From an optimization exercise on the open Yosys and OpenROAD flow, aimed at small area and a short achievable clock period; shortcuts taken in it are not production practice.
Function was checked by simulation only, so behaviour that the tests miss may differ from the original.
No activity file was given, so power comes from the tool's default toggle rates.

[design/flow/config.mk]
export PLATFORM = sky130hd
export DESIGN_NAME = neuron_l2
export DESIGN_NICKNAME = neuron_l2
export VERILOG_FILES = /design/flow/design.v
export SDC_FILE = /design/flow/constraint.sdc
export NUM_CORES = 4
export LEC_CHECK = 0
export ABC_AREA = 1
export CAP_MARGIN = 20
export CORE_MARGIN = 2
export CORE_UTILIZATION = 40
export CTS_CLUSTER_DIAMETER = 100
export CTS_CLUSTER_SIZE = 30
export SETUP_SLACK_MARGIN = 4.5
export SLEW_MARGIN = 20
[design/flow/constraint.sdc]
create_clock -name core_clock -period 7.0 [get_ports {clk}]
set_input_delay 1.4000 -clock core_clock [delete_from_list [all_inputs] [get_ports {clk}]]
set_output_delay 1.4000 -clock core_clock [all_outputs]
set_load 0.01 [all_outputs]
[design/flow/design.v]
module neuron_l2 (
    input clk,
    input reset,
    input enable,
    input startup,
    input signed [17*16-1:0] in,
    input signed [15:0] weight,
    output reg signed [15:0] out,
    output reg outvalid,
    output reg tmp3
);
    wire load = enable & startup;
    wire comp = enable & ~startup;
    reg [15:0] C [0:16];
    reg [16:0] V;        
    reg [16:0] z;        
    reg [8:0] ps;        
    reg dly;             
    reg ld1;
    reg [15:0] wr1;
    wire [16:0] tz = {z[14:0], z[16:15]};    
    wire wen = dly ? ld1 : load;
    wire [15:0] wd = dly ? wr1 : weight;
    wire [15:0] wdn = ~wd;
    reg [16:0] wsel;
    integer j;
    always @(*) begin
        for (j = 0; j < 17; j = j + 1)
            wsel[j] = (j % 2 == 0) ? (wen & ps[j / 2]) : 1'b0;
    end
    always @(posedge clk) begin
        ld1 <= load;
        wr1 <= weight;
        if (!load) begin
            ps[0] <= tz[0];
            for (j = 1; j < 9; j = j + 1)
                ps[j] <= tz[2 * j] | tz[2 * j - 1];
            dly <= tz[1] | tz[3] | tz[5] | tz[7] | tz[9] | tz[11] | tz[13] | tz[15];
        end
        C[0] <= wsel[0] ? wd : C[16];
        for (j = 1; j < 17; j = j + 1)
            if (j % 2)
                C[j] <= C[j - 1];
            else
                C[j] <= ~(wsel[j] ? ((j % 4 == 2) ? wd : wdn) : C[j - 1]);
    end
    always @(posedge clk or posedge reset) begin
        if (reset) begin
            V <= 17'd0;
            z <= 17'd1;
        end else begin
            V <= wsel | {V[15:0], V[16]};
            z <= {z[15:0], z[16]};
        end
    end
    reg [4:0] raddr;
    reg newIn, s1, s2;
    always @(posedge clk or posedge reset) begin
        if (reset) begin
            raddr <= 0; newIn <= 0; s1 <= 0; s2 <= 0;
        end else if (enable) begin
            if (startup) begin
                raddr <= 0; newIn <= 0;
            end else if (raddr == 5'd16) begin
                raddr <= 0; newIn <= 1;
            end else begin
                raddr <= raddr + 5'd1; newIn <= 0;
            end
            s1 <= newIn; s2 <= s1;
        end else begin
            raddr <= 0; newIn <= 0;
        end
    end
    reg t3i, ovi;
    always @(posedge clk or posedge reset) begin
        if (reset) begin
            t3i <= 0; ovi <= 0;
        end else if (enable) begin
            t3i <= s2; ovi <= t3i;
        end
    end
    always @(posedge clk) begin
        if (reset) begin
            tmp3 <= 0; outvalid <= 0;
        end else begin
            tmp3 <= enable ? s2 : t3i;
            outvalid <= enable ? t3i : ovi;
        end
    end
    wire xon = V[0] & ~newIn;
    reg [15:0] xsel;
    integer i;
    always @(*) begin
        xsel = 16'd0;
        for (i = 0; i < 17; i = i + 1)
            xsel = xsel | (in[16*i +: 16] & {16{z[i]}});
    end
    reg [15:0] xr;
    reg [7:0] bm1, bm2, bng;    
    reg nul;    
    wire [16:0] we = {C[0], 1'b0};   
    integer d;
    always @(posedge clk) begin
        xr <= xsel;
        nul <= newIn;
        for (d = 0; d < 8; d = d + 1) begin
            bm1[d] <= xon & (we[2*d+1] ^ we[2*d]);
            bm2[d] <= xon & ((~we[2*d+2] & we[2*d+1] & we[2*d]) | (we[2*d+2] & ~we[2*d+1] & ~we[2*d]));
            bng[d] <= xon & we[2*d+2] & ~(we[2*d+1] & we[2*d]);
        end
    end
    wire [7:0] bneg = bng;
    wire [16:0] x1 = {xr[15], xr};
    wire [16:0] x2 = {xr, 1'b0};
    wire sx0 = ~pp0[16] & ~nul;
    wire sx1 = ~pp1[16] & ~nul;
    wire sx2 = ~pp2[16] & ~nul;
    wire sx3 = ~pp3[16] & ~nul;
    wire sx4 = ~pp4[16] & ~nul;
    wire sx5 = ~pp5[16] & ~nul;
    wire sx6 = ~pp6[16] & ~nul;
    wire sx7 = ~pp7[16] & ~nul;
    wire [16:0] pp0 = (({17{bm1[0]}} & x1) | ({17{bm2[0]}} & x2)) ^ {17{bng[0]}};
    wire [16:0] pp1 = (({17{bm1[1]}} & x1) | ({17{bm2[1]}} & x2)) ^ {17{bng[1]}};
    wire [16:0] pp2 = (({17{bm1[2]}} & x1) | ({17{bm2[2]}} & x2)) ^ {17{bng[2]}};
    wire [16:0] pp3 = (({17{bm1[3]}} & x1) | ({17{bm2[3]}} & x2)) ^ {17{bng[3]}};
    wire [16:0] pp4 = (({17{bm1[4]}} & x1) | ({17{bm2[4]}} & x2)) ^ {17{bng[4]}};
    wire [16:0] pp5 = (({17{bm1[5]}} & x1) | ({17{bm2[5]}} & x2)) ^ {17{bng[5]}};
    wire [16:0] pp6 = (({17{bm1[6]}} & x1) | ({17{bm2[6]}} & x2)) ^ {17{bng[6]}};
    wire [16:0] pp7 = (({17{bm1[7]}} & x1) | ({17{bm2[7]}} & x2)) ^ {17{bng[7]}};
    wire a1 = pp0[10] ^ pp1[8];
    wire a2 = pp0[10] & pp1[8];
    wire a3 = pp0[11] ^ pp1[9];
    wire a4 = pp0[11] & pp1[9];
    wire a5 = pp0[12] ^ pp1[10] ^ pp2[8];
    wire a6 = (pp0[12] & pp1[10]) | (pp0[12] & pp2[8]) | (pp1[10] & pp2[8]);
    wire a7 = pp3[6] ^ pp4[4];
    wire a8 = pp3[6] & pp4[4];
    wire a9 = pp0[13] ^ pp1[11] ^ pp2[9];
    wire a10 = (pp0[13] & pp1[11]) | (pp0[13] & pp2[9]) | (pp1[11] & pp2[9]);
    wire a11 = pp3[7] ^ pp4[5];
    wire a12 = pp3[7] & pp4[5];
    wire a13 = pp0[14] ^ pp1[12] ^ pp2[10];
    wire a14 = (pp0[14] & pp1[12]) | (pp0[14] & pp2[10]) | (pp1[12] & pp2[10]);
    wire a15 = pp3[8] ^ pp4[6] ^ pp5[4];
    wire a16 = (pp3[8] & pp4[6]) | (pp3[8] & pp5[4]) | (pp4[6] & pp5[4]);
    wire a17 = pp6[2] ^ pp7[0];
    wire a18 = pp6[2] & pp7[0];
    wire a19 = pp0[15] ^ pp1[13] ^ pp2[11];
    wire a20 = (pp0[15] & pp1[13]) | (pp0[15] & pp2[11]) | (pp1[13] & pp2[11]);
    wire a21 = pp3[9] ^ pp4[7] ^ pp5[5];
    wire a22 = (pp3[9] & pp4[7]) | (pp3[9] & pp5[5]) | (pp4[7] & pp5[5]);
    wire a23 = pp6[3] ^ pp7[1];
    wire a24 = pp6[3] & pp7[1];
    wire a25 = sx0 ^ pp1[14] ^ pp2[12];
    wire a26 = (sx0 & pp1[14]) | (sx0 & pp2[12]) | (pp1[14] & pp2[12]);
    wire a27 = pp3[10] ^ pp4[8] ^ pp5[6];
    wire a28 = (pp3[10] & pp4[8]) | (pp3[10] & pp5[6]) | (pp4[8] & pp5[6]);
    wire a29 = pp6[4] ^ pp7[2];
    wire a30 = pp6[4] & pp7[2];
    wire a31 = pp1[15] ^ pp2[13] ^ pp3[11];
    wire a32 = (pp1[15] & pp2[13]) | (pp1[15] & pp3[11]) | (pp2[13] & pp3[11]);
    wire a33 = pp4[9] ^ pp5[7] ^ pp6[5];
    wire a34 = (pp4[9] & pp5[7]) | (pp4[9] & pp6[5]) | (pp5[7] & pp6[5]);
    wire a35 = sx1 ^ pp2[14] ^ pp3[12];
    wire a36 = (sx1 & pp2[14]) | (sx1 & pp3[12]) | (pp2[14] & pp3[12]);
    wire a37 = pp4[10] ^ pp5[8];
    wire a38 = pp4[10] & pp5[8];
    wire a39 = pp2[15] ^ pp3[13] ^ pp4[11];
    wire a40 = (pp2[15] & pp3[13]) | (pp2[15] & pp4[11]) | (pp3[13] & pp4[11]);
    wire a41 = sx2 ^ pp3[14];
    wire a42 = sx2 & pp3[14];
    wire a43 = pp0[6] ^ pp1[4];
    wire a44 = pp0[6] & pp1[4];
    wire a45 = pp0[7] ^ pp1[5];
    wire a46 = pp0[7] & pp1[5];
    wire a47 = pp0[8] ^ pp1[6] ^ pp2[4];
    wire a48 = (pp0[8] & pp1[6]) | (pp0[8] & pp2[4]) | (pp1[6] & pp2[4]);
    wire a49 = pp3[2] ^ pp4[0];
    wire a50 = pp3[2] & pp4[0];
    wire a51 = pp0[9] ^ pp1[7] ^ pp2[5];
    wire a52 = (pp0[9] & pp1[7]) | (pp0[9] & pp2[5]) | (pp1[7] & pp2[5]);
    wire a53 = pp3[3] ^ pp4[1];
    wire a54 = pp3[3] & pp4[1];
    wire a55 = a1 ^ pp2[6] ^ pp3[4];
    wire a56 = (a1 & pp2[6]) | (a1 & pp3[4]) | (pp2[6] & pp3[4]);
    wire a57 = pp4[2] ^ pp5[0] ^ bneg[5];
    wire a58 = (pp4[2] & pp5[0]) | (pp4[2] & bneg[5]) | (pp5[0] & bneg[5]);
    wire a59 = a3 ^ pp2[7] ^ pp3[5];
    wire a60 = (a3 & pp2[7]) | (a3 & pp3[5]) | (pp2[7] & pp3[5]);
    wire a61 = pp4[3] ^ pp5[1] ^ a2;
    wire a62 = (pp4[3] & pp5[1]) | (pp4[3] & a2) | (pp5[1] & a2);
    wire a63 = a5 ^ a7 ^ pp5[2];
    wire a64 = (a5 & a7) | (a5 & pp5[2]) | (a7 & pp5[2]);
    wire a65 = pp6[0] ^ bneg[6] ^ a4;
    wire a66 = (pp6[0] & bneg[6]) | (pp6[0] & a4) | (bneg[6] & a4);
    wire a67 = a9 ^ a11 ^ pp5[3];
    wire a68 = (a9 & a11) | (a9 & pp5[3]) | (a11 & pp5[3]);
    wire a69 = pp6[1] ^ a6 ^ a8;
    wire a70 = (pp6[1] & a6) | (pp6[1] & a8) | (a6 & a8);
    wire a71 = a13 ^ a15 ^ a17;
    wire a72 = (a13 & a15) | (a13 & a17) | (a15 & a17);
    wire a73 = bneg[7] ^ a10 ^ a12;
    wire a74 = (bneg[7] & a10) | (bneg[7] & a12) | (a10 & a12);
    wire a75 = a19 ^ a21 ^ a23;
    wire a76 = (a19 & a21) | (a19 & a23) | (a21 & a23);
    wire a77 = a14 ^ a16 ^ a18;
    wire a78 = (a14 & a16) | (a14 & a18) | (a16 & a18);
    wire a79 = a25 ^ a27 ^ a29;
    wire a80 = (a25 & a27) | (a25 & a29) | (a27 & a29);
    wire a81 = a20 ^ a22 ^ a24;
    wire a82 = (a20 & a22) | (a20 & a24) | (a22 & a24);
    wire a83 = a31 ^ a33 ^ pp7[3];
    wire a84 = (a31 & a33) | (a31 & pp7[3]) | (a33 & pp7[3]);
    wire a85 = a26 ^ a28 ^ a30;
    wire a86 = (a26 & a28) | (a26 & a30) | (a28 & a30);
    wire a87 = a35 ^ a37 ^ pp6[6];
    wire a88 = (a35 & a37) | (a35 & pp6[6]) | (a37 & pp6[6]);
    wire a89 = pp7[4] ^ a32 ^ a34;
    wire a90 = (pp7[4] & a32) | (pp7[4] & a34) | (a32 & a34);
    wire a91 = a39 ^ pp5[9] ^ pp6[7];
    wire a92 = (a39 & pp5[9]) | (a39 & pp6[7]) | (pp5[9] & pp6[7]);
    wire a93 = pp7[5] ^ a36 ^ a38;
    wire a94 = (pp7[5] & a36) | (pp7[5] & a38) | (a36 & a38);
    wire a95 = a41 ^ pp4[12] ^ pp5[10];
    wire a96 = (a41 & pp4[12]) | (a41 & pp5[10]) | (pp4[12] & pp5[10]);
    wire a97 = pp6[8] ^ pp7[6] ^ a40;
    wire a98 = (pp6[8] & pp7[6]) | (pp6[8] & a40) | (pp7[6] & a40);
    wire a99 = pp3[15] ^ pp4[13] ^ pp5[11];
    wire a100 = (pp3[15] & pp4[13]) | (pp3[15] & pp5[11]) | (pp4[13] & pp5[11]);
    wire a101 = pp6[9] ^ pp7[7] ^ a42;
    wire a102 = (pp6[9] & pp7[7]) | (pp6[9] & a42) | (pp7[7] & a42);
    wire a103 = sx3 ^ pp4[14] ^ pp5[12];
    wire a104 = (sx3 & pp4[14]) | (sx3 & pp5[12]) | (pp4[14] & pp5[12]);
    wire a105 = pp6[10] ^ pp7[8];
    wire a106 = pp6[10] & pp7[8];
    wire a107 = pp4[15] ^ pp5[13] ^ pp6[11];
    wire a108 = (pp4[15] & pp5[13]) | (pp4[15] & pp6[11]) | (pp5[13] & pp6[11]);
    wire a109 = sx4 ^ pp5[14];
    wire a110 = sx4 & pp5[14];
    wire a111 = pp0[2] ^ pp1[0] ^ bneg[1];
    wire a112 = (pp0[2] & pp1[0]) | (pp0[2] & bneg[1]) | (pp1[0] & bneg[1]);
    wire a113 = pp0[4] ^ pp1[2] ^ pp2[0];
    wire a114 = (pp0[4] & pp1[2]) | (pp0[4] & pp2[0]) | (pp1[2] & pp2[0]);
    wire a115 = pp5[15] ^ pp6[13] ^ pp7[11];
    wire a116 = (pp5[15] & pp6[13]) | (pp5[15] & pp7[11]) | (pp6[13] & pp7[11]);
    wire a117 = sx5 ^ pp6[14] ^ pp7[12];
    wire a118 = (sx5 & pp6[14]) | (sx5 & pp7[12]) | (pp6[14] & pp7[12]);
    wire a119 = pp6[15] ^ pp7[13] ^ a118;
    wire a120 = (pp6[15] & pp7[13]) | (pp6[15] & a118) | (pp7[13] & a118);
    reg [27:0] r1 [0:3];
    always @(posedge clk) begin
        r1[0] <= {a119, a116, a110, a109, a107, a103, a99, a95, a91, a87, a83, a79, a75, a71, a67, a63, a59, a55, a51, a47, a45, a43, pp0[5], bneg[2], pp0[3], a111, pp0[1], pp0[0]};
        r1[1] <= {1'b0, a117, a115, pp6[12], pp7[9], a105, a101, a97, a93, a89, a85, a81, a77, a73, a69, a65, a61, a57, a53, a49, pp2[3], pp2[2], pp1[3], a113, pp1[1], 1'b0, 1'b0, bneg[0]};
        r1[2] <= {1'b0, 1'b0, 1'b0, pp7[10], a104, a100, a96, a92, a88, a84, a80, a76, a72, a68, a64, a60, a56, a52, a48, bneg[4], pp3[1], pp3[0], pp2[1], 1'b0, a112, 1'b0, 1'b0, 1'b0};
        r1[3] <= {1'b0, 1'b0, 1'b0, a108, a106, a102, a98, a94, a90, a86, a82, a78, a74, a70, a66, a62, a58, a54, a50, a46, a44, bneg[3], a114, 1'b0, 1'b0, 1'b0, 1'b0, 1'b0};
    end
    reg [27:0] as, ac;
    reg clr, clrc;
    always @(posedge clk) clr <= comp & ~s1 & (raddr == 5'd1);
    always @(posedge clk) clrc <= comp & ~nul & (raddr == 5'd1);
    wire [27:0] fs = clr ? 28'd89849856 : as;
    wire [27:0] fc = clrc ? 28'd0 : ac;
    wire b1 = r1[0][3] ^ r1[1][3];
    wire b2 = r1[0][3] & r1[1][3];
    wire b3 = r1[0][4] ^ r1[1][4];
    wire b4 = r1[0][4] & r1[1][4];
    wire b5 = r1[0][5] ^ r1[1][5] ^ r1[2][5];
    wire b6 = (r1[0][5] & r1[1][5]) | (r1[0][5] & r1[2][5]) | (r1[1][5] & r1[2][5]);
    wire b7 = r1[3][5] ^ fs[5];
    wire b8 = r1[3][5] & fs[5];
    wire b9 = r1[0][6] ^ r1[1][6] ^ r1[2][6];
    wire b10 = (r1[0][6] & r1[1][6]) | (r1[0][6] & r1[2][6]) | (r1[1][6] & r1[2][6]);
    wire b11 = r1[3][6] ^ fs[6] ^ fc[6];
    wire b12 = (r1[3][6] & fs[6]) | (r1[3][6] & fc[6]) | (fs[6] & fc[6]);
    wire b13 = r1[0][7] ^ r1[1][7] ^ r1[2][7];
    wire b14 = (r1[0][7] & r1[1][7]) | (r1[0][7] & r1[2][7]) | (r1[1][7] & r1[2][7]);
    wire b15 = r1[3][7] ^ fs[7] ^ fc[7];
    wire b16 = (r1[3][7] & fs[7]) | (r1[3][7] & fc[7]) | (fs[7] & fc[7]);
    wire b17 = r1[0][8] ^ r1[1][8] ^ r1[2][8];
    wire b18 = (r1[0][8] & r1[1][8]) | (r1[0][8] & r1[2][8]) | (r1[1][8] & r1[2][8]);
    wire b19 = r1[3][8] ^ fs[8] ^ fc[8];
    wire b20 = (r1[3][8] & fs[8]) | (r1[3][8] & fc[8]) | (fs[8] & fc[8]);
    wire b21 = r1[0][9] ^ r1[1][9] ^ r1[2][9];
    wire b22 = (r1[0][9] & r1[1][9]) | (r1[0][9] & r1[2][9]) | (r1[1][9] & r1[2][9]);
    wire b23 = r1[3][9] ^ fs[9] ^ fc[9];
    wire b24 = (r1[3][9] & fs[9]) | (r1[3][9] & fc[9]) | (fs[9] & fc[9]);
    wire b25 = r1[0][10] ^ r1[1][10] ^ r1[2][10];
    wire b26 = (r1[0][10] & r1[1][10]) | (r1[0][10] & r1[2][10]) | (r1[1][10] & r1[2][10]);
    wire b27 = r1[3][10] ^ fs[10] ^ fc[10];
    wire b28 = (r1[3][10] & fs[10]) | (r1[3][10] & fc[10]) | (fs[10] & fc[10]);
    wire b29 = r1[0][11] ^ r1[1][11] ^ r1[2][11];
    wire b30 = (r1[0][11] & r1[1][11]) | (r1[0][11] & r1[2][11]) | (r1[1][11] & r1[2][11]);
    wire b31 = r1[3][11] ^ fs[11] ^ fc[11];
    wire b32 = (r1[3][11] & fs[11]) | (r1[3][11] & fc[11]) | (fs[11] & fc[11]);
    wire b33 = r1[0][12] ^ r1[1][12] ^ r1[2][12];
    wire b34 = (r1[0][12] & r1[1][12]) | (r1[0][12] & r1[2][12]) | (r1[1][12] & r1[2][12]);
    wire b35 = r1[3][12] ^ fs[12] ^ fc[12];
    wire b36 = (r1[3][12] & fs[12]) | (r1[3][12] & fc[12]) | (fs[12] & fc[12]);
    wire b37 = r1[0][13] ^ r1[1][13] ^ r1[2][13];
    wire b38 = (r1[0][13] & r1[1][13]) | (r1[0][13] & r1[2][13]) | (r1[1][13] & r1[2][13]);
    wire b39 = r1[3][13] ^ fs[13] ^ fc[13];
    wire b40 = (r1[3][13] & fs[13]) | (r1[3][13] & fc[13]) | (fs[13] & fc[13]);
    wire b41 = r1[0][14] ^ r1[1][14] ^ r1[2][14];
    wire b42 = (r1[0][14] & r1[1][14]) | (r1[0][14] & r1[2][14]) | (r1[1][14] & r1[2][14]);
    wire b43 = r1[3][14] ^ fs[14] ^ fc[14];
    wire b44 = (r1[3][14] & fs[14]) | (r1[3][14] & fc[14]) | (fs[14] & fc[14]);
    wire b45 = r1[0][15] ^ r1[1][15] ^ r1[2][15];
    wire b46 = (r1[0][15] & r1[1][15]) | (r1[0][15] & r1[2][15]) | (r1[1][15] & r1[2][15]);
    wire b47 = r1[3][15] ^ fs[15] ^ fc[15];
    wire b48 = (r1[3][15] & fs[15]) | (r1[3][15] & fc[15]) | (fs[15] & fc[15]);
    wire b49 = r1[0][16] ^ r1[1][16] ^ r1[2][16];
    wire b50 = (r1[0][16] & r1[1][16]) | (r1[0][16] & r1[2][16]) | (r1[1][16] & r1[2][16]);
    wire b51 = r1[3][16] ^ fs[16] ^ fc[16];
    wire b52 = (r1[3][16] & fs[16]) | (r1[3][16] & fc[16]) | (fs[16] & fc[16]);
    wire b53 = r1[0][17] ^ r1[1][17] ^ r1[2][17];
    wire b54 = (r1[0][17] & r1[1][17]) | (r1[0][17] & r1[2][17]) | (r1[1][17] & r1[2][17]);
    wire b55 = r1[3][17] ^ fs[17] ^ fc[17];
    wire b56 = (r1[3][17] & fs[17]) | (r1[3][17] & fc[17]) | (fs[17] & fc[17]);
    wire b57 = r1[0][18] ^ r1[1][18] ^ r1[2][18];
    wire b58 = (r1[0][18] & r1[1][18]) | (r1[0][18] & r1[2][18]) | (r1[1][18] & r1[2][18]);
    wire b59 = r1[3][18] ^ fs[18] ^ fc[18];
    wire b60 = (r1[3][18] & fs[18]) | (r1[3][18] & fc[18]) | (fs[18] & fc[18]);
    wire b61 = r1[0][19] ^ r1[1][19] ^ r1[2][19];
    wire b62 = (r1[0][19] & r1[1][19]) | (r1[0][19] & r1[2][19]) | (r1[1][19] & r1[2][19]);
    wire b63 = r1[3][19] ^ fs[19] ^ fc[19];
    wire b64 = (r1[3][19] & fs[19]) | (r1[3][19] & fc[19]) | (fs[19] & fc[19]);
    wire b65 = r1[0][20] ^ r1[1][20] ^ r1[2][20];
    wire b66 = (r1[0][20] & r1[1][20]) | (r1[0][20] & r1[2][20]) | (r1[1][20] & r1[2][20]);
    wire b67 = r1[3][20] ^ fs[20] ^ fc[20];
    wire b68 = (r1[3][20] & fs[20]) | (r1[3][20] & fc[20]) | (fs[20] & fc[20]);
    wire b69 = r1[0][21] ^ r1[1][21] ^ r1[2][21];
    wire b70 = (r1[0][21] & r1[1][21]) | (r1[0][21] & r1[2][21]) | (r1[1][21] & r1[2][21]);
    wire b71 = r1[3][21] ^ fs[21] ^ fc[21];
    wire b72 = (r1[3][21] & fs[21]) | (r1[3][21] & fc[21]) | (fs[21] & fc[21]);
    wire b73 = r1[0][22] ^ r1[1][22] ^ r1[2][22];
    wire b74 = (r1[0][22] & r1[1][22]) | (r1[0][22] & r1[2][22]) | (r1[1][22] & r1[2][22]);
    wire b75 = r1[3][22] ^ fs[22] ^ fc[22];
    wire b76 = (r1[3][22] & fs[22]) | (r1[3][22] & fc[22]) | (fs[22] & fc[22]);
    wire b77 = r1[0][23] ^ r1[1][23] ^ r1[2][23];
    wire b78 = (r1[0][23] & r1[1][23]) | (r1[0][23] & r1[2][23]) | (r1[1][23] & r1[2][23]);
    wire b79 = r1[3][23] ^ fs[23] ^ fc[23];
    wire b80 = (r1[3][23] & fs[23]) | (r1[3][23] & fc[23]) | (fs[23] & fc[23]);
    wire b81 = r1[0][24] ^ r1[1][24] ^ r1[2][24];
    wire b82 = (r1[0][24] & r1[1][24]) | (r1[0][24] & r1[2][24]) | (r1[1][24] & r1[2][24]);
    wire b83 = r1[3][24] ^ fs[24] ^ fc[24];
    wire b84 = (r1[3][24] & fs[24]) | (r1[3][24] & fc[24]) | (fs[24] & fc[24]);
    wire b85 = r1[0][25] ^ r1[1][25] ^ fs[25];
    wire b86 = (r1[0][25] & r1[1][25]) | (r1[0][25] & fs[25]) | (r1[1][25] & fs[25]);
    wire b87 = r1[0][26] ^ r1[1][26];
    wire b88 = r1[0][26] & r1[1][26];
    wire b89 = r1[0][0] ^ r1[1][0];
    wire b90 = r1[0][0] & r1[1][0];
    wire b91 = r1[0][1] ^ fs[1];
    wire b92 = r1[0][1] & fs[1];
    wire b93 = r1[0][2] ^ fs[2];
    wire b94 = r1[0][2] & fs[2];
    wire b95 = b1 ^ r1[2][3] ^ fs[3];
    wire b96 = (b1 & r1[2][3]) | (b1 & fs[3]) | (r1[2][3] & fs[3]);
    wire b97 = b3 ^ fs[4] ^ fc[4];
    wire b98 = (b3 & fs[4]) | (b3 & fc[4]) | (fs[4] & fc[4]);
    wire b99 = b5 ^ b7 ^ fc[5];
    wire b100 = (b5 & b7) | (b5 & fc[5]) | (b7 & fc[5]);
    wire b101 = b9 ^ b11 ^ b6;
    wire b102 = (b9 & b11) | (b9 & b6) | (b11 & b6);
    wire b103 = b13 ^ b15 ^ b10;
    wire b104 = (b13 & b15) | (b13 & b10) | (b15 & b10);
    wire b105 = b17 ^ b19 ^ b14;
    wire b106 = (b17 & b19) | (b17 & b14) | (b19 & b14);
    wire b107 = b21 ^ b23 ^ b18;
    wire b108 = (b21 & b23) | (b21 & b18) | (b23 & b18);
    wire b109 = b25 ^ b27 ^ b22;
    wire b110 = (b25 & b27) | (b25 & b22) | (b27 & b22);
    wire b111 = b29 ^ b31 ^ b26;
    wire b112 = (b29 & b31) | (b29 & b26) | (b31 & b26);
    wire b113 = b33 ^ b35 ^ b30;
    wire b114 = (b33 & b35) | (b33 & b30) | (b35 & b30);
    wire b115 = b37 ^ b39 ^ b34;
    wire b116 = (b37 & b39) | (b37 & b34) | (b39 & b34);
    wire b117 = b41 ^ b43 ^ b38;
    wire b118 = (b41 & b43) | (b41 & b38) | (b43 & b38);
    wire b119 = b45 ^ b47 ^ b42;
    wire b120 = (b45 & b47) | (b45 & b42) | (b47 & b42);
    wire b121 = b49 ^ b51 ^ b46;
    wire b122 = (b49 & b51) | (b49 & b46) | (b51 & b46);
    wire b123 = b53 ^ b55 ^ b50;
    wire b124 = (b53 & b55) | (b53 & b50) | (b55 & b50);
    wire b125 = b57 ^ b59 ^ b54;
    wire b126 = (b57 & b59) | (b57 & b54) | (b59 & b54);
    wire b127 = b61 ^ b63 ^ b58;
    wire b128 = (b61 & b63) | (b61 & b58) | (b63 & b58);
    wire b129 = b65 ^ b67 ^ b62;
    wire b130 = (b65 & b67) | (b65 & b62) | (b67 & b62);
    wire b131 = b69 ^ b71 ^ b66;
    wire b132 = (b69 & b71) | (b69 & b66) | (b71 & b66);
    wire b133 = b73 ^ b75 ^ b70;
    wire b134 = (b73 & b75) | (b73 & b70) | (b75 & b70);
    wire b135 = b77 ^ b79 ^ b74;
    wire b136 = (b77 & b79) | (b77 & b74) | (b79 & b74);
    wire b137 = b81 ^ b83 ^ b78;
    wire b138 = (b81 & b83) | (b81 & b78) | (b83 & b78);
    wire b139 = b85 ^ fc[25] ^ b82;
    wire b140 = (b85 & fc[25]) | (b85 & b82) | (fc[25] & b82);
    wire b141 = b87 ^ fs[26] ^ fc[26];
    wire b142 = (b87 & fs[26]) | (b87 & fc[26]) | (fs[26] & fc[26]);
    wire b143 = r1[0][27] ^ fs[27] ^ fc[27];
    wire b144 = (r1[0][27] & fs[27]) | (r1[0][27] & fc[27]) | (fs[27] & fc[27]);
    wire b145 = b89 ^ fs[0];
    wire b146 = b89 & fs[0];
    wire b147 = b91 ^ fc[1] ^ b90;
    wire b148 = (b91 & fc[1]) | (b91 & b90) | (fc[1] & b90);
    wire b149 = b93 ^ fc[2] ^ b92;
    wire b150 = (b93 & fc[2]) | (b93 & b92) | (fc[2] & b92);
    wire b151 = b95 ^ fc[3] ^ b94;
    wire b152 = (b95 & fc[3]) | (b95 & b94) | (fc[3] & b94);
    wire b153 = b97 ^ b2 ^ b96;
    wire b154 = (b97 & b2) | (b97 & b96) | (b2 & b96);
    wire b155 = b99 ^ b4 ^ b98;
    wire b156 = (b99 & b4) | (b99 & b98) | (b4 & b98);
    wire b157 = b101 ^ b8 ^ b100;
    wire b158 = (b101 & b8) | (b101 & b100) | (b8 & b100);
    wire b159 = b103 ^ b12 ^ b102;
    wire b160 = (b103 & b12) | (b103 & b102) | (b12 & b102);
    wire b161 = b105 ^ b16 ^ b104;
    wire b162 = (b105 & b16) | (b105 & b104) | (b16 & b104);
    wire b163 = b107 ^ b20 ^ b106;
    wire b164 = (b107 & b20) | (b107 & b106) | (b20 & b106);
    wire b165 = b109 ^ b24 ^ b108;
    wire b166 = (b109 & b24) | (b109 & b108) | (b24 & b108);
    wire b167 = b111 ^ b28 ^ b110;
    wire b168 = (b111 & b28) | (b111 & b110) | (b28 & b110);
    wire b169 = b113 ^ b32 ^ b112;
    wire b170 = (b113 & b32) | (b113 & b112) | (b32 & b112);
    wire b171 = b115 ^ b36 ^ b114;
    wire b172 = (b115 & b36) | (b115 & b114) | (b36 & b114);
    wire b173 = b117 ^ b40 ^ b116;
    wire b174 = (b117 & b40) | (b117 & b116) | (b40 & b116);
    wire b175 = b119 ^ b44 ^ b118;
    wire b176 = (b119 & b44) | (b119 & b118) | (b44 & b118);
    wire b177 = b121 ^ b48 ^ b120;
    wire b178 = (b121 & b48) | (b121 & b120) | (b48 & b120);
    wire b179 = b123 ^ b52 ^ b122;
    wire b180 = (b123 & b52) | (b123 & b122) | (b52 & b122);
    wire b181 = b125 ^ b56 ^ b124;
    wire b182 = (b125 & b56) | (b125 & b124) | (b56 & b124);
    wire b183 = b127 ^ b60 ^ b126;
    wire b184 = (b127 & b60) | (b127 & b126) | (b60 & b126);
    wire b185 = b129 ^ b64 ^ b128;
    wire b186 = (b129 & b64) | (b129 & b128) | (b64 & b128);
    wire b187 = b131 ^ b68 ^ b130;
    wire b188 = (b131 & b68) | (b131 & b130) | (b68 & b130);
    wire b189 = b133 ^ b72 ^ b132;
    wire b190 = (b133 & b72) | (b133 & b132) | (b72 & b132);
    wire b191 = b135 ^ b76 ^ b134;
    wire b192 = (b135 & b76) | (b135 & b134) | (b76 & b134);
    wire b193 = b137 ^ b80 ^ b136;
    wire b194 = (b137 & b80) | (b137 & b136) | (b80 & b136);
    wire b195 = b139 ^ b84 ^ b138;
    wire b196 = (b139 & b84) | (b139 & b138) | (b84 & b138);
    wire b197 = b141 ^ b86 ^ b140;
    wire b198 = (b141 & b86) | (b141 & b140) | (b86 & b140);
    wire b199 = b143 ^ b88 ^ b142;
    wire b200 = (b143 & b88) | (b143 & b142) | (b88 & b142);
    always @(posedge clk) begin
        as <= {b199, b197, b195, b193, b191, b189, b187, b185, b183, b181, b179, b177, b175, b173, b171, b169, b167, b165, b163, b161, b159, b157, b155, b153, b151, b149, b147, b145};
        ac <= {b198, b196, b194, b192, b190, b188, b186, b184, b182, b180, b178, b176, b174, b172, b170, b168, b166, b164, b162, b160, b158, b156, b154, b152, b150, b148, b146, fc[0]};
    end
    wire [27:0] pg0 = as ^ ac;
    wire [27:0] gg0 = as & ac;
    wire gl1_1 = gg0[1] | (pg0[1] & gg0[0]);
    wire pl1_1 = pg0[1] & pg0[0];
    wire gl1_3 = gg0[3] | (pg0[3] & gg0[2]);
    wire pl1_3 = pg0[3] & pg0[2];
    wire gl1_5 = gg0[5] | (pg0[5] & gg0[4]);
    wire pl1_5 = pg0[5] & pg0[4];
    wire gl1_7 = gg0[7] | (pg0[7] & gg0[6]);
    wire pl1_7 = pg0[7] & pg0[6];
    wire gl1_9 = gg0[9] | (pg0[9] & gg0[8]);
    wire pl1_9 = pg0[9] & pg0[8];
    wire gl1_11 = gg0[11] | (pg0[11] & gg0[10]);
    wire pl1_11 = pg0[11] & pg0[10];
    wire gl1_13 = gg0[13] | (pg0[13] & gg0[12]);
    wire pl1_13 = pg0[13] & pg0[12];
    wire gl1_15 = gg0[15] | (pg0[15] & gg0[14]);
    wire pl1_15 = pg0[15] & pg0[14];
    wire gl1_17 = gg0[17] | (pg0[17] & gg0[16]);
    wire pl1_17 = pg0[17] & pg0[16];
    wire gl1_19 = gg0[19] | (pg0[19] & gg0[18]);
    wire pl1_19 = pg0[19] & pg0[18];
    wire gl1_21 = gg0[21] | (pg0[21] & gg0[20]);
    wire pl1_21 = pg0[21] & pg0[20];
    wire gl1_23 = gg0[23] | (pg0[23] & gg0[22]);
    wire pl1_23 = pg0[23] & pg0[22];
    wire gl1_25 = gg0[25] | (pg0[25] & gg0[24]);
    wire pl1_25 = pg0[25] & pg0[24];
    wire gl1_27 = gg0[27] | (pg0[27] & gg0[26]);
    wire pl1_27 = pg0[27] & pg0[26];
    wire gl2_2 = gg0[2] | (pg0[2] & gl1_1);
    wire pl2_2 = pg0[2] & pl1_1;
    wire gl2_3 = gl1_3 | (pl1_3 & gl1_1);
    wire pl2_3 = pl1_3 & pl1_1;
    wire gl2_6 = gg0[6] | (pg0[6] & gl1_5);
    wire pl2_6 = pg0[6] & pl1_5;
    wire gl2_7 = gl1_7 | (pl1_7 & gl1_5);
    wire pl2_7 = pl1_7 & pl1_5;
    wire gl2_10 = gg0[10] | (pg0[10] & gl1_9);
    wire pl2_10 = pg0[10] & pl1_9;
    wire gl2_11 = gl1_11 | (pl1_11 & gl1_9);
    wire pl2_11 = pl1_11 & pl1_9;
    wire gl2_14 = gg0[14] | (pg0[14] & gl1_13);
    wire pl2_14 = pg0[14] & pl1_13;
    wire gl2_15 = gl1_15 | (pl1_15 & gl1_13);
    wire pl2_15 = pl1_15 & pl1_13;
    wire gl2_18 = gg0[18] | (pg0[18] & gl1_17);
    wire pl2_18 = pg0[18] & pl1_17;
    wire gl2_19 = gl1_19 | (pl1_19 & gl1_17);
    wire pl2_19 = pl1_19 & pl1_17;
    wire gl2_22 = gg0[22] | (pg0[22] & gl1_21);
    wire pl2_22 = pg0[22] & pl1_21;
    wire gl2_23 = gl1_23 | (pl1_23 & gl1_21);
    wire pl2_23 = pl1_23 & pl1_21;
    wire gl2_26 = gg0[26] | (pg0[26] & gl1_25);
    wire pl2_26 = pg0[26] & pl1_25;
    wire gl2_27 = gl1_27 | (pl1_27 & gl1_25);
    wire pl2_27 = pl1_27 & pl1_25;
    wire gl3_4 = gg0[4] | (pg0[4] & gl2_3);
    wire pl3_4 = pg0[4] & pl2_3;
    wire gl3_5 = gl1_5 | (pl1_5 & gl2_3);
    wire pl3_5 = pl1_5 & pl2_3;
    wire gl3_6 = gl2_6 | (pl2_6 & gl2_3);
    wire pl3_6 = pl2_6 & pl2_3;
    wire gl3_7 = gl2_7 | (pl2_7 & gl2_3);
    wire pl3_7 = pl2_7 & pl2_3;
    wire gl3_12 = gg0[12] | (pg0[12] & gl2_11);
    wire pl3_12 = pg0[12] & pl2_11;
    wire gl3_13 = gl1_13 | (pl1_13 & gl2_11);
    wire pl3_13 = pl1_13 & pl2_11;
    wire gl3_14 = gl2_14 | (pl2_14 & gl2_11);
    wire pl3_14 = pl2_14 & pl2_11;
    wire gl3_15 = gl2_15 | (pl2_15 & gl2_11);
    wire pl3_15 = pl2_15 & pl2_11;
    wire gl3_20 = gg0[20] | (pg0[20] & gl2_19);
    wire pl3_20 = pg0[20] & pl2_19;
    wire gl3_21 = gl1_21 | (pl1_21 & gl2_19);
    wire pl3_21 = pl1_21 & pl2_19;
    wire gl3_22 = gl2_22 | (pl2_22 & gl2_19);
    wire pl3_22 = pl2_22 & pl2_19;
    wire gl3_23 = gl2_23 | (pl2_23 & gl2_19);
    wire pl3_23 = pl2_23 & pl2_19;
    wire gl4_8 = gg0[8] | (pg0[8] & gl3_7);
    wire pl4_8 = pg0[8] & pl3_7;
    wire gl4_9 = gl1_9 | (pl1_9 & gl3_7);
    wire pl4_9 = pl1_9 & pl3_7;
    wire gl4_10 = gl2_10 | (pl2_10 & gl3_7);
    wire pl4_10 = pl2_10 & pl3_7;
    wire gl4_11 = gl2_11 | (pl2_11 & gl3_7);
    wire pl4_11 = pl2_11 & pl3_7;
    wire gl4_12 = gl3_12 | (pl3_12 & gl3_7);
    wire pl4_12 = pl3_12 & pl3_7;
    wire gl4_13 = gl3_13 | (pl3_13 & gl3_7);
    wire pl4_13 = pl3_13 & pl3_7;
    wire gl4_14 = gl3_14 | (pl3_14 & gl3_7);
    wire pl4_14 = pl3_14 & pl3_7;
    wire gl4_15 = gl3_15 | (pl3_15 & gl3_7);
    wire pl4_15 = pl3_15 & pl3_7;
    wire gl4_24 = gg0[24] | (pg0[24] & gl3_23);
    wire pl4_24 = pg0[24] & pl3_23;
    wire gl4_25 = gl1_25 | (pl1_25 & gl3_23);
    wire pl4_25 = pl1_25 & pl3_23;
    wire gl4_26 = gl2_26 | (pl2_26 & gl3_23);
    wire pl4_26 = pl2_26 & pl3_23;
    wire gl4_27 = gl2_27 | (pl2_27 & gl3_23);
    wire pl4_27 = pl2_27 & pl3_23;
    wire gl5_16 = gg0[16] | (pg0[16] & gl4_15);
    wire pl5_16 = pg0[16] & pl4_15;
    wire gl5_17 = gl1_17 | (pl1_17 & gl4_15);
    wire pl5_17 = pl1_17 & pl4_15;
    wire gl5_18 = gl2_18 | (pl2_18 & gl4_15);
    wire pl5_18 = pl2_18 & pl4_15;
    wire gl5_19 = gl2_19 | (pl2_19 & gl4_15);
    wire pl5_19 = pl2_19 & pl4_15;
    wire gl5_20 = gl3_20 | (pl3_20 & gl4_15);
    wire pl5_20 = pl3_20 & pl4_15;
    wire gl5_21 = gl3_21 | (pl3_21 & gl4_15);
    wire pl5_21 = pl3_21 & pl4_15;
    wire gl5_22 = gl3_22 | (pl3_22 & gl4_15);
    wire pl5_22 = pl3_22 & pl4_15;
    wire gl5_23 = gl3_23 | (pl3_23 & gl4_15);
    wire pl5_23 = pl3_23 & pl4_15;
    wire gl5_24 = gl4_24 | (pl4_24 & gl4_15);
    wire pl5_24 = pl4_24 & pl4_15;
    wire gl5_25 = gl4_25 | (pl4_25 & gl4_15);
    wire pl5_25 = pl4_25 & pl4_15;
    wire gl5_26 = gl4_26 | (pl4_26 & gl4_15);
    wire pl5_26 = pl4_26 & pl4_15;
    wire gl5_27 = gl4_27 | (pl4_27 & gl4_15);
    wire pl5_27 = pl4_27 & pl4_15;
    wire [27:0] acc = {(pg0[27] ^ gl5_26), (pg0[26] ^ gl5_25), (pg0[25] ^ gl5_24), (pg0[24] ^ gl5_23), (pg0[23] ^ gl5_22), (pg0[22] ^ gl5_21), (pg0[21] ^ gl5_20), (pg0[20] ^ gl5_19), (pg0[19] ^ gl5_18), (pg0[18] ^ gl5_17), (pg0[17] ^ gl5_16), (pg0[16] ^ gl4_15), (pg0[15] ^ gl4_14), (pg0[14] ^ gl4_13), (pg0[13] ^ gl4_12), (pg0[12] ^ gl4_11), (pg0[11] ^ gl4_10), (pg0[10] ^ gl4_9), (pg0[9] ^ gl4_8), (pg0[8] ^ gl3_7), (pg0[7] ^ gl3_6), (pg0[6] ^ gl3_5), (pg0[5] ^ gl3_4), (pg0[4] ^ gl2_3), (pg0[3] ^ gl2_2), (pg0[2] ^ gl1_1), (pg0[1] ^ gg0[0]), pg0[0]};
    reg og;
    always @(posedge clk) og <= comp & s2 & (raddr == 5'd2) & ~acc[27];
    always @(posedge clk) out <= og ? acc[27:12] : 16'd0;
endmodule
[design/flow/flow/run.sh]
#!/bin/bash
# Standard layout, with plain buffers (not delay cells) on the ports.
set -euo pipefail
export BUFFER_PORTS_ARGS="-buffer_cell sky130_fd_sc_hd__buf_1"
bash standard.sh synth > make_synth.log 2>&1
bash standard.sh finish > make_finish.log 2>&1
[design/flow/standard.sh]
#!/bin/bash
# synth_recipe.tcl (not shown) runs the flow's synth.tcl, then flattens the netlist and writes it again
# the make line also repeats each setting of config.mk as NAME=value (left out here)
make -C /OpenROAD-flow-scripts/flow DESIGN_CONFIG=/design/flow/config.mk WORK_HOME=/design/flow/orfs CLKGATE_MAP_FILE= SYNTH_SCRIPT=/design/flow/synth_recipe.tcl "${@:-finish}"
==> impl_metrics.yaml, run 1 <==
grt:
  grt_use_met3_pct: 3.04
  grt_pass1_vias: 16373
  busiest_layer: "met2"
  antenna_found_initial: 3
  gr-usage-all-layers_pct: 20.6
  grt_max_degree: 45
  use_met2_pct: 33.8
  met1_usage_pct: 28.2
  grt_pass1_wl_um: 92400
  grt-ovfl-total: 0
floorplan:
  die_area_sq_um: 58200
  die_width_um: 241
  die_height_um: 241
  rows: 86
  initial_utilization_pct: 40.6
  core_area_sq_um: 55400
  boundaryPins: 310
yosys:
  ys_ff_latch: 554
  syn_nets: 2819
  avgSynthCellArea_sq_um: 9.64
  synthesis.area_sq_um: 22500
  ys_seq_area_share_pct: 50.7
  yosys_warnings: 3
  ys_types: 38
  syn_inst: 2336
setup_path:
  required_ps: 7370
  reg2reg_slack_ps: 4540
  crit_start: "in[208]"
  endpoint_kind: "flip-flop"
  cp-start-kind: "input port"
  rr_startpoint: "bng[4]$_DFF_P_"
  crit_arrival_ps: 2850
  worstSetupPathType: "input port to flip-flop"
  critPathMaxFanout: 1
route:
  detail_route.iter0.violations: 1218
  vias_per_cell: 4.95
  wl_per_cell_um: 17.9
  drtAntennaViolNets: 0
  wirelength_um: 60100
  dr.pass1.iters: 5
  vias: 16584
  drc: 0
timing:
  fmax_ghz: 0.404
  tightest_slew_ps: 1040
  finalCriticalPeriod_ps: 2480
  hold_viol: 0
  period_share_pct: 35.4
  whs_ps: 325
  rsz0062_at_grt: "false"
  max_slew_margin_pct: 30.0
  finalSetupViolations: 0
  fin_skew_ps: 22.9
  maxSlewViolCount: 0
  tns_ps: 0
clock_tree:
  cts_sinks: 554
  clkTransAtPathRegs_ps: 110
  cts_made_buffers: 24
  cts.path.max_buffers: 3
  hold_buffers: 0
  htree_levels: 1
  insertion_delay_ps: 590
  root_buffer: "clkbuf_16"
  cts_tree: "done"
power:
  p_total_uw: 9940
  power_switching_uw: 3570
  intPower_uw: 6380
  combinationalPowerShare_pct: 37.2
  clockPowerShare_pct: 17.0
  p_leak_uw: 0.0115
  swShare_pct: 35.9
  cellPowerDensity_nw_per_um2: 392
  seqPwrFrac_pct: 45.7
  ir_worst_vdd_mv: 0.230
final_layout:
  n_fill_cell: 5269
  syn_to_final_growth_pct: 12.7
  layout.nets: 3075
  drive_gt1_share_pct: 5.19
place:
  gp_congestion: 0.962
  dp_hpwl_um: 45400
  io_buffers: 309
run:
  maxCapViolCount: 0
worst_hold_path:
  hp-class: "flip-flop to flip-flop"
  min-delay-start: "C[12][15]$_DFF_P_"
outcome:
  status: "complete, no violations"
synthesized netlist by cell type (all sizes together):
master / instances / area share (%)
o21ai: 45 / 1.0
a211oi: 17 / 0.57
nand3b: 1 / 0.033
o21a: 1 / 0.033
a221oi: 18 / 0.70
dfstp: 1 / 0.12
or2: 8 / 0.22
edfxtp: 10 / 1.3
dfrtp: 43 / 4.8
xor2: 127 / 4.9
nand2: 360 / 6.0
a2111oi: 1 / 0.039
a31oi: 1 / 0.028
nand3: 50 / 1.1
nor4: 2 / 0.056
a21o: 1 / 0.033
nor3: 18 / 0.40
a22o: 17 / 0.66
clkbuf: 78 / 1.3
nand4: 24 / 0.67
ha: 59 / 3.3
dfxtp: 500 / 44
clkinv: 4 / 0.067
and2: 1 / 0.028
o22ai: 118 / 3.3
and3: 1 / 0.028
o21bai: 2 / 0.067
nor2: 234 / 3.9
buf: 42 / 0.91
inv: 231 / 3.8
xnor2: 10 / 0.39
a21oi: 178 / 4.0
fa: 132 / 12
a21boi: 1 / 0.033
worst paths after layout:
| check | end | depth (start not counted) |
|---|---|---|
| max reg2reg | r1[0][16]$_DFF_P_ | 5 |
| min | C[13][15]$_DFF_P_ | 0 |
| max in group asynchronous | V[12]$_DFF_PP0_ | 2 |
| min reg2reg | C[13][15]$_DFF_P_ | 0 |
| max | xr[0]$_DFF_P_ | 7 |
| min in group asynchronous | s2$_DFFE_PP0P_ | 2 |
kinds of logic after synthesis:
group / count (synthesis) / share of synthesized area [%]
adders and majority gates: 191 / 15.0
AOI/OAI and AO/OA: 400 / 10.4
DFF: 554 / 50.7
buffers and inverters: 355 / 6.13
xor gates and xnor gates: 137 / 5.33
and+or+nand+nor: 699 / 12.4
placed cells by master, fill, tap and decap left out, types with 17 or more instances in the layout:
cell type,n
a21oi_1,178
a221oi_1,18
a22o_1,17
buf_1,296
buf_4,37
clkbuf_16,25
dfrtp_1,43
dfxtp_1,492
fa_1,132
ha_1,59
inv_1,213
nand2_1,350
nand3_1,50
nand4_1,24
nor2_1,234
nor3_1,18
o21ai_0,43
o22ai_1,118
xor2_1,127
metrics by stage:
step           instances  worst slack (ps)  area, sq um  utilization (%)
4_1_cts             3335              4230        25100             45.3
3_5_place_dp        3299              3560        24300             43.9
3_3_place_gp        3299              3600        24300             43.9
2_1_floorplan       2336              4520        22500                -
6_report            3352              4520        25400             45.8
5_1_grt             3351              4500        25400             45.8
area by class of cell:
cell class | count | area (sq um) | area share [%]
sequential | 554 | 11400 | 45.0
multi-input combinational | 1427 | 9820 | 38.7
timing repair buffer | 350 | 1530 | 6.01
tap | 748 | 936 | 3.69
inverter | 235 | 921 | 3.63
clock buffer | 29 | 641 | 2.52
clock inverter | 7 | 115 | 0.453
antenna | 2 | 5.00 | 0.0197
metal layers:
layer	part of all wire [%]	vias to the layer above
met5	0	-
met4	3.3	0
met3	6.1	135
met2	46	602
met1	45	7843
li1	-	8004
registers in the layout, indices dropped and copies added, names as in the netlist, 9 cells and up:
register  cells
wr1          16
C           272
xr           16
ps            9
as           28
ac           27
r1           94
out          16
V            17
z            17
repair_timing:
action / in CTS / in global routing
resized for setup: 17 / 40
setup endpoints to repair: 191 / 181
buffers inserted: 0 / 15
pin swaps: 0 / 1
power by group through the flow:
stage	Combinational (uW)	Sequential (uW)	Clock (uW)
floorplan	2790	4420	0
global placement	3570	4600	0
detailed placement	3760	4620	0
CTS	3780	4560	1750
global route	4410	4640	1860
finish	3700	4550	1690
critical path, cell delays in order:
cell      delay, ps
buf_1            70
nand2_1          50
nand2_1          60
a21oi_1         110
nand4_1         100
a211oi_1        680
nand4_1         370
==> run 2: changes to the inputs <==
--- a/design/flow/config.mk
+++ b/design/flow/config.mk
@@ -5,7 +5,6 @@
 export SDC_FILE = /design/flow/constraint.sdc
 export NUM_CORES = 4
 export LEC_CHECK = 0
-export ABC_AREA = 1
 export CAP_MARGIN = 20
 export CORE_MARGIN = 2
 export CORE_UTILIZATION = 40
==> impl_metrics.yaml, run 2 <==
outcome:
  status: "complete, no violations"
route:
  drc: 0
  vias: 15301
  dr.pass1.iters: 7
  vias_per_cell: 5.19
  detail_route.iter0.violations: 1277
  drtAntennaViolNets: 0
  wl_per_cell_um: 20.5
  wirelength_um: 60500
timing:
  fmax_ghz: 0.410
  tightest_slew_ps: 1040
  finalSetupViolations: 0
  tns_ps: 0
  maxSlewViolCount: 0
  finalCriticalPeriod_ps: 2440
  rsz0062_at_grt: "true"
  hold_viol: 0
  fin_skew_ps: 22.0
  period_share_pct: 34.9
  max_slew_margin_pct: 30.4
setup_path:
  cp_slowest_cell: "dfxtp_1"
  crit_arrival_ps: 1040
  cp_num_buf_inv: 1
  critPathMaxFanout: 1
  rr_startpoint: "clrc$_DFF_P_"
  required_ps: 5600
  slowest_delay_ps: 320
  worstSetupPathType: "flip-flop to output pin"
  crit_start: "out[5]$_SDFF_PN0_"
  cp-start-kind: "flip-flop"
  endpoint_kind: "output pin"
  cp_top_family: "flip-flops"
  crit_chain: "buf_1"
final_layout:
  layout.nets: 2670
  drive_gt1_share_pct: 6.01
  regMostFlops: "C"
  multi_input_comb_area_sq_um: 10200
  mostFrequentLayoutCell: "dfxtp_1"
  final_cell_mix: "491 x dfxtp_1, 291 x buf_1, 224 x a22oi_1"
  n_fill_cell: 5177
  syn_to_final_growth_pct: 11.6
  register_area_sq_um: 11400
  reg_top3: "C x272, r1 x94, as x28"
  largest_register_ff_count: 272
  finish.utilization_pct: 45.1
clock_tree:
  cts_tree: "done"
  cts_sinks: 554
  htree_levels: 1
  hold_buffers: 0
  clkTransAtPathRegs_ps: 110
  cts_made_buffers: 23
  cts.path.max_buffers: 3
  insertion_delay_ps: 590
  root_buffer: "clkbuf_16"
floorplan:
  core_area_sq_um: 55000
  die_height_um: 240
  die_width_um: 240
  die_area_sq_um: 57500
  initial_utilization_pct: 40.4
  rows: 86
  boundaryPins: 310
place:
  dp_hpwl_um: 45200
  gp_congestion: 0.963
  io_buffers: 309
yosys:
  syn_nets: 2461
  synthesis.area_sq_um: 22200
  ys_ff_latch: 554
  async_reset_ff_share_pct: 7.94
  yosysMostFrequentCell: "dfxtp_1"
  yosys-top-cells-area: "dfxtp_1 45%, fa_1 12%, a22oi_1 7.6%"
  synth_top_area_cell: "dfxtp_1"
  yosysTopAreaCellShare_pct: 45.0
  syn_inst: 1978
  synthFlopType: "dfxtp_1"
  ys_types: 49
  yosys_warnings: 3
  synth_edf_count: 10
  avgSynthCellArea_sq_um: 11.2
  ys_top_cells_by_count: "500 x dfxtp_1, 224 x a22oi_1, 167 x nor2_1"
  ys_seq_area_share_pct: 51.4
worst_hold_path:
  min-delay-start: "C[10][9]$_DFF_P_"
  hp-class: "flip-flop to flip-flop"
power:
  ir_worst_vdd_mv: 0.208
  cellPowerDensity_nw_per_um2: 387
  p_leak_uw: 0.00983
grt:
  grt_pass1_vias: 15433
  grt_pass1_wl_um: 92400
  antenna_found_initial: 9
  grt-ovfl-total: 0
  gr-usage-all-layers_pct: 21.1
  grt_max_degree: 47
run:
  maxCapViolCount: 0
## run 2: cell types whose count changed in the layout (fill, tap and decap cells not counted), sizes merged, moves of 41 or more
cell and delta:
xnor2 +115, inv -170, nor2b +41, nand2 -297
o22ai -118, a22oi +224, xor2 -102, nor2 -67
## run 2: power breakdown
| group | total (uW) | internal [uW] | switching (uW) |
|---|---|---|---|
| Clock | 1670 | 697 | 975 |
| Sequential | 4640 | 4070 | 572 |
| Combinational | 3280 | 1590 | 1700 |
## run 2: worst register-to-register path: stages (launching register included)
cell and delay, ps:
dfxtp_4 440, buf_8 200, nand2b_1 180, fa_1 510, inv_1 50, fa_1 510
fa_1 410
## run 2: metal layers
metal | routed length [um] | vias up | GRT usage [%] | share of wire, %
met1 | 27400 | 7590 | 29.4 | 45
met5 | 23 | - | 0 | 0.038
li1 | - | 7150 | - | -
met4 | 1090 | 4 | 4.30 | 1.8
met2 | 27200 | 487 | 32.9 | 45
met3 | 4760 | 70 | 5.57 | 7.9
## run 2: layout make-up
cell class / count / area share, %
clock buffers: 28 / 2.52
flip-flops and latches: 554 / 46.1
inverters: 53 / 0.817
repair buffers: 325 / 5.41
diodes: 4 / 0.0404
multi-input cells: 1230 / 41.0
clock inverters: 5 / 0.373
well taps: 748 / 3.77
## run 2: timing repair
action	in CTS	in global routing
endpoints found under the setup margin	192	153
gates resized for setup	13	30
buffers inserted	4	3
cloned	0	0
pin swaps	2	1
## run 2: worst paths after layout
| kind | to | slack [ps] | depth (start not counted) |
|---|---|---|---|
| worst max register to register | as[17]$_DFF_P_ | 4580 | 6 |
| worst min-delay path | C[11][9]$_DFF_P_ | 330 | 0 |
| worst max-delay path | out[5] | 4560 | 1 |
| worst min register to register | C[11][9]$_DFF_P_ | 330 | 0 |
| max in group asynchronous | V[0]$_DFF_PP0_ | 5640 | 3 |
| min in group asynchronous | z[9]$_DFF_PP0_ | 970 | 3 |
## run 2: kinds of logic after synthesis
kind of cell    after synthesis  synth area share, %
compound gates              440                 13.2
mux                          45                 2.16
xor+xnor                    150                 5.91
simple gates                404                 8.86
flops                       554                 51.4
fa+ha+maj                   191                 15.2
buf+inv                     194                 3.28
## run 2: through the flow
stage / hold slack [ps] / worst slack [ps] / cells / cell area (sq um) / total power (uW)
final: 335 / 4560 / 2947 / 24800 / 9600
after global routing: 344 / 4420 / 2943 / 24800 / 10500
after CTS: 337 / 4420 / 2940 / 24700 / 9720
after detailed placement: 312 / 3450 / 2903 / 23900 / 8020
after global placement: 310 / 3450 / 2901 / 23900 / 7880
after floorplan: 310 / 4530 / 1978 / 22200 / 6960
==> run 3: changes to the inputs <==
--- a/design/flow/design.v
+++ b/design/flow/design.v
@@ -21,7 +21,6 @@
     wire [16:0] tz = {z[14:0], z[16:15]};    
     wire wen = dly ? ld1 : load;
     wire [15:0] wd = dly ? wr1 : weight;
-    wire [15:0] wdn = ~wd;
     reg [16:0] wsel;
     integer j;
     always @(*) begin
@@ -42,7 +41,7 @@
             if (j % 2)
                 C[j] <= C[j - 1];
             else
-                C[j] <= ~(wsel[j] ? ((j % 4 == 2) ? wd : wdn) : C[j - 1]);
+                C[j] <= wsel[j] ? wd : C[j - 1];
     end
     always @(posedge clk or posedge reset) begin
         if (reset) begin
@@ -98,7 +97,7 @@
     reg [15:0] xr;
     reg [7:0] bm1, bm2, bng;    
     reg nul;    
-    wire [16:0] we = {C[0], 1'b0};   
+    wire [16:0] we = {C[0], 1'b0};
     integer d;
     always @(posedge clk) begin
         xr <= xsel;
==> impl_metrics.yaml, run 3 <==
setup_path:
  crit_arrival_ps: 2900
  endpoint_kind: "flip-flop"
  worstSetupPathType: "flip-flop to flip-flop"
  critPathMaxFanout: 16
  cp-start-kind: "flip-flop"
  required_ps: 7460
timing:
  max_slew_margin_pct: 28.6
  maxSlewViolCount: 0
  period_share_pct: 34.8
  fin_skew_ps: 21.8
  finalCriticalPeriod_ps: 2440
  rsz0062_at_grt: "false"
  fmax_ghz: 0.410
  tightest_slew_ps: 1070
  finalSetupViolations: 0
  tns_ps: 0
  whs_ps: 331
  hold_viol: 0
  layout_setup_ws_ps: 4560
power:
  p_leak_uw: 0.00979
  cellPowerDensity_nw_per_um2: 351
  p_total_uw: 8610
  ir_worst_vdd_mv: 0.200
final_layout:
  reg_top3: "C x272, r1 x94, as x28"
  final_cell_mix: "484 x dfxtp_1, 300 x buf_1, 227 x a22oi_1"
  layout.nets: 2653
  drive_gt1_share_pct: 5.10
  postLayoutCellArea_sq_um: 24500
  syn_to_final_growth_pct: 11.2
  regMostFlops: "C"
  largest_register_ff_count: 272
  mostFrequentLayoutCell: "dfxtp_1"
  n_fill_cell: 5167
yosys:
  synthFlopType: "dfxtp_1"
  async_reset_ff_share_pct: 7.94
  syn_nets: 2444
  yosys_warnings: 3
  synth_top_area_cell: "dfxtp_1"
  ys_types: 50
  ys_top_cells_by_count: "500 x dfxtp_1, 227 x a22oi_1, 191 x nand2_1"
  avgSynthCellArea_sq_um: 11.2
  synth_edf_count: 10
  yosysMostFrequentCell: "dfxtp_1"
  ys_seq_area_share_pct: 51.8
  yosysTopAreaCellShare_pct: 45.4
  ys_ff_latch: 554
  yosys-top-cells-area: "dfxtp_1 45%, fa_1 12%, a22oi_1 7.7%"
  syn_inst: 1961
  synthesis.area_sq_um: 22000
floorplan:
  rows: 86
  boundaryPins: 310
  die_height_um: 239
  die_area_sq_um: 57000
  core_area_sq_um: 54800
  initial_utilization_pct: 40.2
  die_width_um: 239
clock_tree:
  insertion_delay_ps: 590
  cts_sinks: 554
  htree_levels: 1
  clkTransAtPathRegs_ps: 110
  cts_tree: "done"
  cts_made_buffers: 22
  cts.path.max_buffers: 3
  root_buffer: "clkbuf_16"
place:
  gp_congestion: 0.916
  post_dp_cell_area_sq_um: 23700
  io_buffers: 309
  place_ws_ps: 3490
  dp_hpwl_um: 45200
route:
  vias_per_cell: 5.19
  detail_route.iter0.violations: 1300
  drtAntennaViolNets: 0
  dr.pass1.iters: 6
  drc: 0
  wl_per_cell_um: 21.0
  wirelength_um: 60700
  vias: 15000
run:
  maxCapViolCount: 0
grt:
  grt_pass1_wl_um: 93100
  grt_max_degree: 47
  grt_pass1_vias: 15255
  antenna_found_initial: 5
  grt-ovfl-total: 0
  gr-usage-all-layers_pct: 21.3
worst_hold_path:
  hp-class: "flip-flop to flip-flop"
outcome:
  status: "complete, no violations"
-- run 3: stage by stage --
step,util (%),cells
floorplan,-,1961
global placement,43.2,2847
detailed placement,43.2,2847
CTS,44.5,2881
global route,44.7,2884
finish,44.7,2888
-- run 3: area by class of cell --
cell class | count | area [sq um] | share of cell area, %
Tap cell | 704 | 881 | 3.59
Inverter | 53 | 203 | 0.827
Antenna cell | 6 | 15.0 | 0.0613
Clock buffer | 28 | 577 | 2.35
Multi-Input combinational cell | 1215 | 10000 | 40.8
Sequential cell | 554 | 11400 | 46.7
Timing Repair Buffer | 324 | 1310 | 5.36
Clock inverter | 4 | 73.8 | 0.301
-- run 3: critical path, stage by stage (launching register included) --
cell,delay [ps]
dfxtp_1,850
a22oi_1,220
xor2_1,210
fa_1,540
inv_1,60
fa_1,450
-- run 3: kinds of logic after synthesis --
kind of cell	share of synthesized area (%)
buffers and inverters	3.28
DFF	51.8
adders and majority gates	15.3
AOI/OAI and AO/OA	13.3
muxes	1.36
and+or+nand+nor	8.95
xor gates and xnor gates	5.96
-- run 3: final timing paths --
kind                       cells past startpoint  slack [ps]           endpoint             start
max                                            5        4560  r1[0][17]$_DFF_P_     xr[5]$_DFF_P_
min                                            0         330   C[9][11]$_DFF_P_  C[8][11]$_DFF_P_
max reg2reg                                    5        4560  r1[0][17]$_DFF_P_     xr[5]$_DFF_P_
min reg2reg                                    0         330   C[9][11]$_DFF_P_  C[8][11]$_DFF_P_
max in group asynchronous                      3        5770     V[3]$_DFF_PP0_             reset
min in group asynchronous                      2         760     z[9]$_DFF_PP0_             reset
-- run 3: layer usage --
metal  up-vias  track usage (%)  part of all wire, %
met3        66             5.14                  8.0
met4         0             4.19                  1.7
li1       7080                -                    -
met1      7322             31.4                   47
met5         -                0                    0
met2       532             32.0                   43
-- run 3: what timing repair did --
action | CTS | global route
pin swaps | 1 | 1
buffers inserted | 2 | 0
cloned | 0 | 0
hold buffers | 0 | 0
resized for setup | 16 | 32
endpoints found under the setup margin | 170 | 156
-- run 3: power by group --
group	internal, uW	leakage (uW)	switching [uW]
logic	1260	0.00465	1390
registers	3930	0.00483	460
clock network	636	0.000316	935
total	5820	0.00979	2790
==> run 4: changes to the inputs <==
--- a/design/flow/config.mk
+++ b/design/flow/config.mk
@@ -10,5 +10,5 @@
 export CORE_UTILIZATION = 40
 export CTS_CLUSTER_DIAMETER = 100
 export CTS_CLUSTER_SIZE = 30
-export SETUP_SLACK_MARGIN = 4.5
+export SETUP_SLACK_MARGIN = 4.4
 export SLEW_MARGIN = 20
==> impl_metrics.yaml, run 4 <==
final_layout:
  layout.nets: 2651
  finish.utilization_pct: 44.5
  largest_register_ff_count: 272
  drive_gt1_share_pct: 3.91
  mostFrequentLayoutCell: "dfxtp_1"
  syn_to_final_growth_pct: 10.6
  regMostFlops: "C"
  reg_top3: "C x272, r1 x94, as x28"
  n_fill_cell: 5174
  final_cell_mix: "496 x dfxtp_1, 309 x buf_1, 227 x a22oi_1"
timing:
  maxSlewViolCount: 0
  fmax_ghz: 0.403
  tightest_slew_ps: 1060
  finalSetupViolations: 0
  finalCriticalPeriod_ps: 2480
  layout_setup_ws_ps: 4520
  period_share_pct: 35.4
  max_slew_margin_pct: 27.1
  hold_viol: 0
  rsz0062_at_grt: "true"
  tns_ps: 0
  fin_skew_ps: 20.7
place:
  dp_hpwl_um: 45400
  io_buffers: 309
  place_ws_ps: 3280
  gp_congestion: 0.920
floorplan:
  die_area_sq_um: 57000
  rows: 86
  core_area_sq_um: 54800
  die_height_um: 239
  die_width_um: 239
  boundaryPins: 310
  initial_utilization_pct: 40.2
route:
  dr.pass1.iters: 6
  drtAntennaViolNets: 0
  detail_route.iter0.violations: 1380
  wl_per_cell_um: 20.8
  vias_per_cell: 5.23
  drc: 0
  vias: 15061
  wirelength_um: 60000
yosys:
  yosysTopAreaCellShare_pct: 45.4
  syn_inst: 1961
  avgSynthCellArea_sq_um: 11.2
  yosys_warnings: 3
  yosysMostFrequentCell: "dfxtp_1"
  ys_ff_latch: 554
  ys_top_cells_by_count: "500 x dfxtp_1, 227 x a22oi_1, 191 x nand2_1"
  syn_nets: 2444
  synth_top_area_cell: "dfxtp_1"
  ys_seq_area_share_pct: 51.8
  synth_edf_count: 10
  async_reset_ff_share_pct: 7.94
  synthesis.area_sq_um: 22000
  yosys-top-cells-area: "dfxtp_1 45%, fa_1 12%, a22oi_1 7.7%"
  synthFlopType: "dfxtp_1"
  ys_types: 50
grt:
  antenna_found_initial: 7
  grt-ovfl-total: 0
  grt_pass1_vias: 15384
  grt_max_degree: 47
  grt_pass1_wl_um: 93300
  gr-usage-all-layers_pct: 21.3
clock_tree:
  cts_made_buffers: 22
  root_buffer: "clkbuf_16"
  cts_sinks: 554
  clkTransAtPathRegs_ps: 110
  hold_buffers: 0
  cts_tree: "done"
  insertion_delay_ps: 590
  cts.path.max_buffers: 3
  htree_levels: 1
setup_path:
  worstSetupPathType: "flip-flop to flip-flop"
  required_ps: 7470
  critPathMostFrequentCell: "fa_1"
  cp-start-kind: "flip-flop"
  critPathMaxFanout: 16
  cp_top_family: "adder cells"
  cp_num_buf_inv: 1
  cp_slowest_cell: "dfxtp_1"
  crit_chain: "a22oi_1, xor2_1, fa_1, inv_1, fa_1"
  crit_arrival_ps: 2950
  endpoint_kind: "flip-flop"
  slowest_delay_ps: 850
power:
  seqPwrFrac_pct: 51.2
  power_switching_uw: 2810
  p_leak_uw: 0.00966
  cellPowerDensity_nw_per_um2: 353
  clockPowerShare_pct: 17.9
  intPower_uw: 5790
  ir_worst_vdd_mv: 0.182
  combinationalPowerShare_pct: 30.9
  swShare_pct: 32.7
worst_hold_path:
  hp-class: "flip-flop to flip-flop"
run:
  maxCapViolCount: 0
outcome:
  status: "complete, no violations"
==> run 4: kinds of logic after synthesis <==
family / Yosys count / synth area share [%]
flip-flops: 554 / 51.8
AO/OA/AOI/OAI: 440 / 13.3
AND/OR/NAND/NOR: 405 / 8.95
buffers and inverters: 192 / 3.28
adder cells (fa/ha/maj): 191 / 15.3
XOR/XNOR: 150 / 5.96
multiplexers: 29 / 1.36
==> run 4: repair_timing <==
item,in CTS,in global routing
endpoints found under the setup margin,193,125
setup buffers,2,0
gates resized for setup,12,8
pin swaps,1,0
==> run 4: layout make-up <==
type,instances,area [sq um],share of cell area (%)
clock buffer,26,576,2.36
sequential,554,11400,46.9
timing repair buffer,322,1270,5.21
inverter,53,203,0.832
multi-input combinational,1215,9960,40.9
tap,704,881,3.61
antenna,5,12.5,0.0513
clock inverter,3,47.5,0.195
==> run 4: power by group through the flow <==
stage	Clock [uW]	Sequential, uW	Combinational [uW]
finish	1540	4400	2660
global route	1700	4490	3150
CTS	1590	4410	2710
detailed placement	0	4470	2690
global placement	0	4450	2550
floorplan	0	4210	2080
==> run 4: final timing paths <==
path                            startpoint            endpoint  slack (ps)  cells after the start
max reg2reg                  xr[4]$_DFF_P_   r1[0][14]$_DFF_P_        4520                      5
max                          xr[4]$_DFF_P_   r1[0][14]$_DFF_P_        4520                      5
min in group asynchronous            reset  raddr[3]$_DFF_PP0_         970                      3
min reg2reg                C[2][6]$_DFF_P_     C[3][6]$_DFF_P_         330                      0
min                        C[2][6]$_DFF_P_     C[3][6]$_DFF_P_         330                      0
max in group asynchronous            reset     V[12]$_DFF_PP0_        5630                      3
==> run 4: through the flow <==
stage | instance area [sq um] | hold WS (ps) | cells | power [uW]
5_1_grt | 24400 | 329 | 2877 | 9340
4_1_cts | 24300 | 326 | 2877 | 8710
3_5_place_dp | 23700 | 312 | 2846 | 7160
6_report | 24400 | 327 | 2882 | 8600
3_3_place_gp | 23700 | 310 | 2846 | 7010
2_1_floorplan | 22000 | 310 | 1961 | 6290
==> run 4: per-layer routing <==
metal / track usage [%] / vias to the layer above / part of all wire, %
li1: - / 7075 / -
met1: 32.1 / 7394 / 49
met2: 32.5 / 530 / 43
met3: 3.64 / 58 / 6.5
met4: 3.39 / 4 / 1.5
met5: 0 / - / 0.045

==> static timing again, ports no longer ideal <==
Ports are ideal in the flow. The routed layouts listed here were re-timed in OpenROAD. Step 1 assumes that a clkbuf_16 drives the clock port and a buf_2 every other input. Step 2 adds t to the input delays and takes it off the output delays; t is the mean of the earliest and latest rising clock arrival at the registers after step 1. Input paths then give back, and output paths get back, about the clock's delay inside the block. Three values: ideal ports, drivers, drivers and shift; two values: the first two.
run	shift t [ns]	slack for setup (ns)	worst setup path at the end	worst register clock-pin slew, ns	cell pins on the clock port's net
run 1	0.641	4.522 / 4.488 / 3.914	input to register	0.11 / 0.11	1
run 2	0.633	4.560 / 4.502 / 3.945	input to register	0.11 / 0.11	1
run 3	0.631	4.562 / 4.511 / 4.172	input to register	0.11 / 0.11	1
run 4	0.635	4.520 / 4.470 / 3.925	input to register	0.11 / 0.11	1
After both steps setup and hold are still met in every run listed. The setup slack of run 2, which loses most, moves by -0.058 ns with the drivers and by -0.615 ns with both steps.
